This design comes from an exercise in tuning for small area, a short achievable clock period and few clock cycles on the open sky130 flow, not from production work.
Power and IR drop assume default switching activity.

==> flow/design.v <==
`timescale 1 ns/1 ns
module SAD(Go, A_Addr, A_Data, B_Addr, B_Data, C_Addr, I_RW, I_En, O_RW, O_En, Done, SAD_Out, Clk, Rst);
   input Go;
   input [7:0] A_Data, B_Data;
   output [14:0] A_Addr, B_Addr;
   output [6:0] C_Addr;
   output I_RW, I_En, O_RW;
   output reg O_En, Done;
   output [31:0] SAD_Out;
   input Clk, Rst;
   reg [7:0]  L;           
   reg [6:0]  H;           
   reg        H7;
   reg [7:0]  x1;
   reg        c1n;
   reg [15:0] Sum;
   reg        f2;          
   reg        l1, l2;      
   wire       busy = (|L) | (|H);
   wire       run = Go | busy;
   wire       lastpix = &L;
   wire       adv = run & lastpix;
   wire       fb = H[6] ^ H[5] ^ (H[5:0] == 6'd0);
   wire [7:0] ag = A_Data & ~B_Data;
   wire [7:0] ap = A_Data | ~B_Data;
   wire [7:0] ah = ~(A_Data ^ B_Data);
   wire n10, n32, q32, n54, q54, n76, q76;      
   wire g20, g30, g64, p64, g74, p74;           
   wire n40, n50, n60, n70;                     
   sad_g  #(4'b0001)   l1a(.gh(ag[1]), .ph(ap[1]), .gl(ag[0]), .g(n10));
   sad_gp #(6'b000011) l1b(.gh(ag[3]), .ph(ap[3]), .gl(ag[2]), .pl(ap[2]), .g(n32), .p(q32));
   sad_gp #(6'b000011) l1c(.gh(ag[5]), .ph(ap[5]), .gl(ag[4]), .pl(ap[4]), .g(n54), .p(q54));
   sad_gp #(6'b000011) l1d(.gh(ag[7]), .ph(ap[7]), .gl(ag[6]), .pl(ap[6]), .g(n76), .p(q76));
   sad_g  #(4'b0010)   l2a(.gh(ag[2]), .ph(ap[2]), .gl(n10), .g(g20));
   sad_g  #(4'b1110)   l2b(.gh(n32), .ph(q32), .gl(n10), .g(g30));
   sad_gp #(6'b001100) l2c(.gh(ag[6]), .ph(ap[6]), .gl(n54), .pl(q54), .g(g64), .p(p64));
   sad_gp #(6'b111100) l2d(.gh(n76), .ph(q76), .gl(n54), .pl(q54), .g(g74), .p(p74));
   sad_g  #(4'b0001)   l3a(.gh(ag[4]), .ph(ap[4]), .gl(g30), .g(n40));
   sad_g  #(4'b1101)   l3b(.gh(n54), .ph(q54), .gl(g30), .g(n50));
   sad_g  #(4'b0001)   l3c(.gh(g64), .ph(p64), .gl(g30), .g(n60));
   sad_g  #(4'b0001)   l3d(.gh(g74), .ph(p74), .gl(g30), .g(n70));
   wire [7:0] s;
   assign s[0] = ah[0];
   sad_x  u_s1(.a(ah[1]), .b(ag[0]), .y(s[1]));
   sad_xn u_s2(.a(ah[2]), .b(n10), .y(s[2]));
   sad_x  u_s3(.a(ah[3]), .b(g20), .y(s[3]));
   sad_x  u_s4(.a(ah[4]), .b(g30), .y(s[4]));
   sad_xn u_s5(.a(ah[5]), .b(n40), .y(s[5]));
   sad_xn u_s6(.a(ah[6]), .b(n50), .y(s[6]));
   sad_xn u_s7(.a(ah[7]), .b(n60), .y(s[7]));
   wire        c1 = ~c1n;
   wire [7:0]  x = x1 ^ {8{c1n}};
   wire [15:0] base = f2 ? 16'd0 : Sum;
   wire [7:0]  bg = base[7:0] & x;
   wire [7:0]  bp = base[7:0] | x;
   wire [7:0]  bh = base[7:0] ^ x;
   wire        bg0;
   sad_g u_b0(.gh(bg[0]), .ph(bp[0]), .gl(c1), .g(bg0));
   wire [7:0]  bc;         
   sad_pfx8 u_pb(.g({bg[7:1], bg0}), .p(bp), .c(bc));
   wire [7:0]  lo;
   sad_x u_lo0(.a(bh[0]), .b(c1), .y(lo[0]));
   genvar lo_i;
   generate
      for (lo_i = 1; lo_i < 8; lo_i = lo_i + 1) begin : lox
         sad_x u_lo(.a(bh[lo_i]), .b(bc[lo_i-1]), .y(lo[lo_i]));
      end
   endgenerate
   wire [7:0]  hi0 = base[15:8];
   wire [7:0]  hi1 = base[15:8] + 8'd1;
   wire [7:0]  hi;
   genvar hm_i;
   generate
      for (hm_i = 0; hm_i < 8; hm_i = hm_i + 1) begin : him
         sad_mux u_hm(.s(bc[7]), .a(hi1[hm_i]), .b(hi0[hm_i]), .y(hi[hm_i]));
      end
   endgenerate
   assign A_Addr = {H, L};
   assign B_Addr = {H, L};
   assign C_Addr = {H7, H[6:1]};
   assign I_En = 1'b1;
   assign I_RW = 1'b0;
   assign O_RW = 1'b1;
   assign SAD_Out = {16'b0, Sum};
   always @(posedge Clk) begin
      if (Rst) begin
         L <= 8'd0;
         H <= 7'd0;
      end else begin
         L <= L + {7'd0, run};
         if (adv) H <= {H[5:0], fb};
      end
      if (adv) H7 <= H[6];
      l1 <= ~Rst & lastpix;
      x1 <= s;
      c1n <= n70;
      l2 <= ~Rst & l1;
      f2 <= (L == 8'd1);
      Sum <= {hi, lo};
      O_En <= ~Rst & l2;
      Done <= ~Rst & l2 & ~busy;
   end
endmodule
module sad_g(gh, ph, gl, g);
   parameter INV = 4'b0000;
   input gh, ph, gl;
   output g;
   wire igh = gh ^ INV[3];
   wire iph = ph ^ INV[2];
   wire igl = gl ^ INV[1];
   assign g = (igh | (iph & igl)) ^ INV[0];
endmodule
module sad_gp(gh, ph, gl, pl, g, p);
   parameter INV = 6'b000000;
   input gh, ph, gl, pl;
   output g, p;
   wire igh = gh ^ INV[5];
   wire iph = ph ^ INV[4];
   wire igl = gl ^ INV[3];
   wire ipl = pl ^ INV[2];
   assign g = (igh | (iph & igl)) ^ INV[1];
   assign p = (iph & ipl) ^ INV[0];
endmodule
module sad_mux(s, a, b, y);
   input s, a, b;
   output y;
   assign y = s ? a : b;
endmodule
module sad_x(a, b, y);
   input a, b;
   output y;
   assign y = a ^ b;
endmodule
module sad_xn(a, b, y);
   input a, b;
   output y;
   assign y = ~(a ^ b);
endmodule
module sad_pfx8(g, p, c);
   input [7:0] g, p;
   output [7:0] c;
   wire g10, g32, p32, g54, p54, g76, p76;
   wire g20, g30, g64, p64, g74, p74;
   sad_g  l1a(.gh(g[1]), .ph(p[1]), .gl(g[0]), .g(g10));
   sad_gp l1b(.gh(g[3]), .ph(p[3]), .gl(g[2]), .pl(p[2]), .g(g32), .p(p32));
   sad_gp l1c(.gh(g[5]), .ph(p[5]), .gl(g[4]), .pl(p[4]), .g(g54), .p(p54));
   sad_gp l1d(.gh(g[7]), .ph(p[7]), .gl(g[6]), .pl(p[6]), .g(g76), .p(p76));
   sad_g  l2a(.gh(g[2]), .ph(p[2]), .gl(g10), .g(g20));
   sad_g  l2b(.gh(g32), .ph(p32), .gl(g10), .g(g30));
   sad_gp l2c(.gh(g[6]), .ph(p[6]), .gl(g54), .pl(p54), .g(g64), .p(p64));
   sad_gp l2d(.gh(g76), .ph(p76), .gl(g54), .pl(p54), .g(g74), .p(p74));
   sad_g  l3a(.gh(g[4]), .ph(p[4]), .gl(g30), .g(c[4]));
   sad_g  l3b(.gh(g54), .ph(p54), .gl(g30), .g(c[5]));
   sad_g  l3c(.gh(g64), .ph(p64), .gl(g30), .g(c[6]));
   sad_g  l3d(.gh(g74), .ph(p74), .gl(g30), .g(c[7]));
   assign c[0] = g[0];
   assign c[1] = g10;
   assign c[2] = g20;
   assign c[3] = g30;
endmodule
Settings: LEC_CHECK=0, CAP_MARGIN=20, CORE_MARGIN=2, CORE_UTILIZATION=45, SLEW_MARGIN=20, SYNTH_HIERARCHICAL=1, SYNTH_MINIMUM_KEEP_SIZE=0; clock period 8.0 ns.
standard.sh (not shown) runs the stock make flow with config.mk's settings and CLKGATE_MAP_FILE= SYNTH_SCRIPT=/design/flow/synth_recipe.tcl, a recipe that flattens the netlist after the stock synthesis.
==> flow/flow/run.sh <==
#!/bin/bash
# Standard layout with three changes: port buffers made of buf_1 cells
# instead of the delay buffers buffer_ports picks by default, adders left to
# ABC, no dummy loads added to the clock tree, and timing repair aimed 5.5 ns below the period.
set -euo pipefail
bash standard.sh \
  "BUFFER_PORTS_ARGS=-buffer_cell sky130_fd_sc_hd__buf_1" \
  ADDER_MAP_FILE= \
  "CTS_ARGS=-sink_clustering_enable -repair_clock_nets -dont_use_dummy_load" \
  SETUP_SLACK_MARGIN=5.5 \
  finish > make_finish.log 2>&1
Then changed:
--- a/flow/design.v
+++ b/flow/design.v
@@ -23,6 +23,6 @@
    wire       fb = H[6] ^ H[5] ^ (H[5:0] == 6'd0);
    wire [7:0] ag = A_Data & ~B_Data;
-   wire [7:0] ap = A_Data | ~B_Data;
    wire [7:0] ah = ~(A_Data ^ B_Data);
+   wire [7:0] ap = ah;      
    wire n10, n32, q32, n54, q54, n76, q76;      
    wire g20, g30, g64, p64, g74, p74;           
@@ -53,27 +53,20 @@
    wire [15:0] base = f2 ? 16'd0 : Sum;
    wire [7:0]  bg = base[7:0] & x;
-   wire [7:0]  bp = base[7:0] | x;
    wire [7:0]  bh = base[7:0] ^ x;
+   wire [7:0]  bp = bh;     
    wire        bg0;
    sad_g u_b0(.gh(bg[0]), .ph(bp[0]), .gl(c1), .g(bg0));
    wire [7:0]  bc;         
    sad_pfx8 u_pb(.g({bg[7:1], bg0}), .p(bp), .c(bc));
-   wire [7:0]  lo;
-   sad_x u_lo0(.a(bh[0]), .b(c1), .y(lo[0]));
-   genvar lo_i;
+   wire [7:0]  lo = bh ^ {bc[6:0], c1};
+   wire [7:0]  hp;         
+   assign hp[0] = 1'b1;
+   genvar hi_i;
    generate
-      for (lo_i = 1; lo_i < 8; lo_i = lo_i + 1) begin : lox
-         sad_x u_lo(.a(bh[lo_i]), .b(bc[lo_i-1]), .y(lo[lo_i]));
+      for (hi_i = 1; hi_i < 8; hi_i = hi_i + 1) begin : hpg
+         assign hp[hi_i] = &base[hi_i+7:8];
       end
    endgenerate
-   wire [7:0]  hi0 = base[15:8];
-   wire [7:0]  hi1 = base[15:8] + 8'd1;
-   wire [7:0]  hi;
-   genvar hm_i;
-   generate
-      for (hm_i = 0; hm_i < 8; hm_i = hm_i + 1) begin : him
-         sad_mux u_hm(.s(bc[7]), .a(hi1[hm_i]), .b(hi0[hm_i]), .y(hi[hm_i]));
-      end
-   endgenerate
+   wire [7:0]  hi = base[15:8] ^ (hp & {8{bc[7]}});
    assign A_Addr = {H, L};
    assign B_Addr = {H, L};
@@ -122,9 +115,4 @@
    assign p = (iph & ipl) ^ INV[0];
 endmodule
-module sad_mux(s, a, b, y);
-   input s, a, b;
-   output y;
-   assign y = s ? a : b;
-endmodule
 module sad_x(a, b, y);
    input a, b;
After rerunning:
- cell area decreases by 4.4%
- cell count decreases by 5.6%
- die area decreases by 6.7%
- total power decreases by 0.81%
- worst setup slack loses 0.0091 ns
- count of clock-buffer cells in the layout is unchanged
- global-route usage stays flat
- utilization increases by 1.4 points
- sequential power decreases by about 2%
No run of this note included a check of the RTL's function; only the layout flow was run.

==> afterwards: timing with drivers on the ports <==
No port has a modelled driver above. Below, the same layouts with a new extraction and two added sets of constraints.
Step 1, drivers: a clkbuf_16 drives Clk and a buf_2 each remaining input, both assumed.
Step 2 also shifts input and output timing later by t, the mid clock arrival at the registers, as if the neighbouring blocks saw the same clock.
Slacks: ideal / step 1 / step 2; pairs: ideal / step 1.
| run | t (ns) | slack for setup (ns) | hold slack, ns | worst setup path after step 2 |
|---|---|---|---|---|
| the first run | 0.313 | 5.546 / 5.518 / 5.339 | 0.453 / 0.453 / 0.453 | input to register |
| the second run | 0.321 | 5.537 / 5.510 / 5.292 | 0.429 / 0.429 / 0.429 | input to register |
After both steps setup and hold are still met in every run listed. For the second run, which loses most, drivers alone change the setup slack by -0.027 ns; drivers and shift together by -0.245 ns.
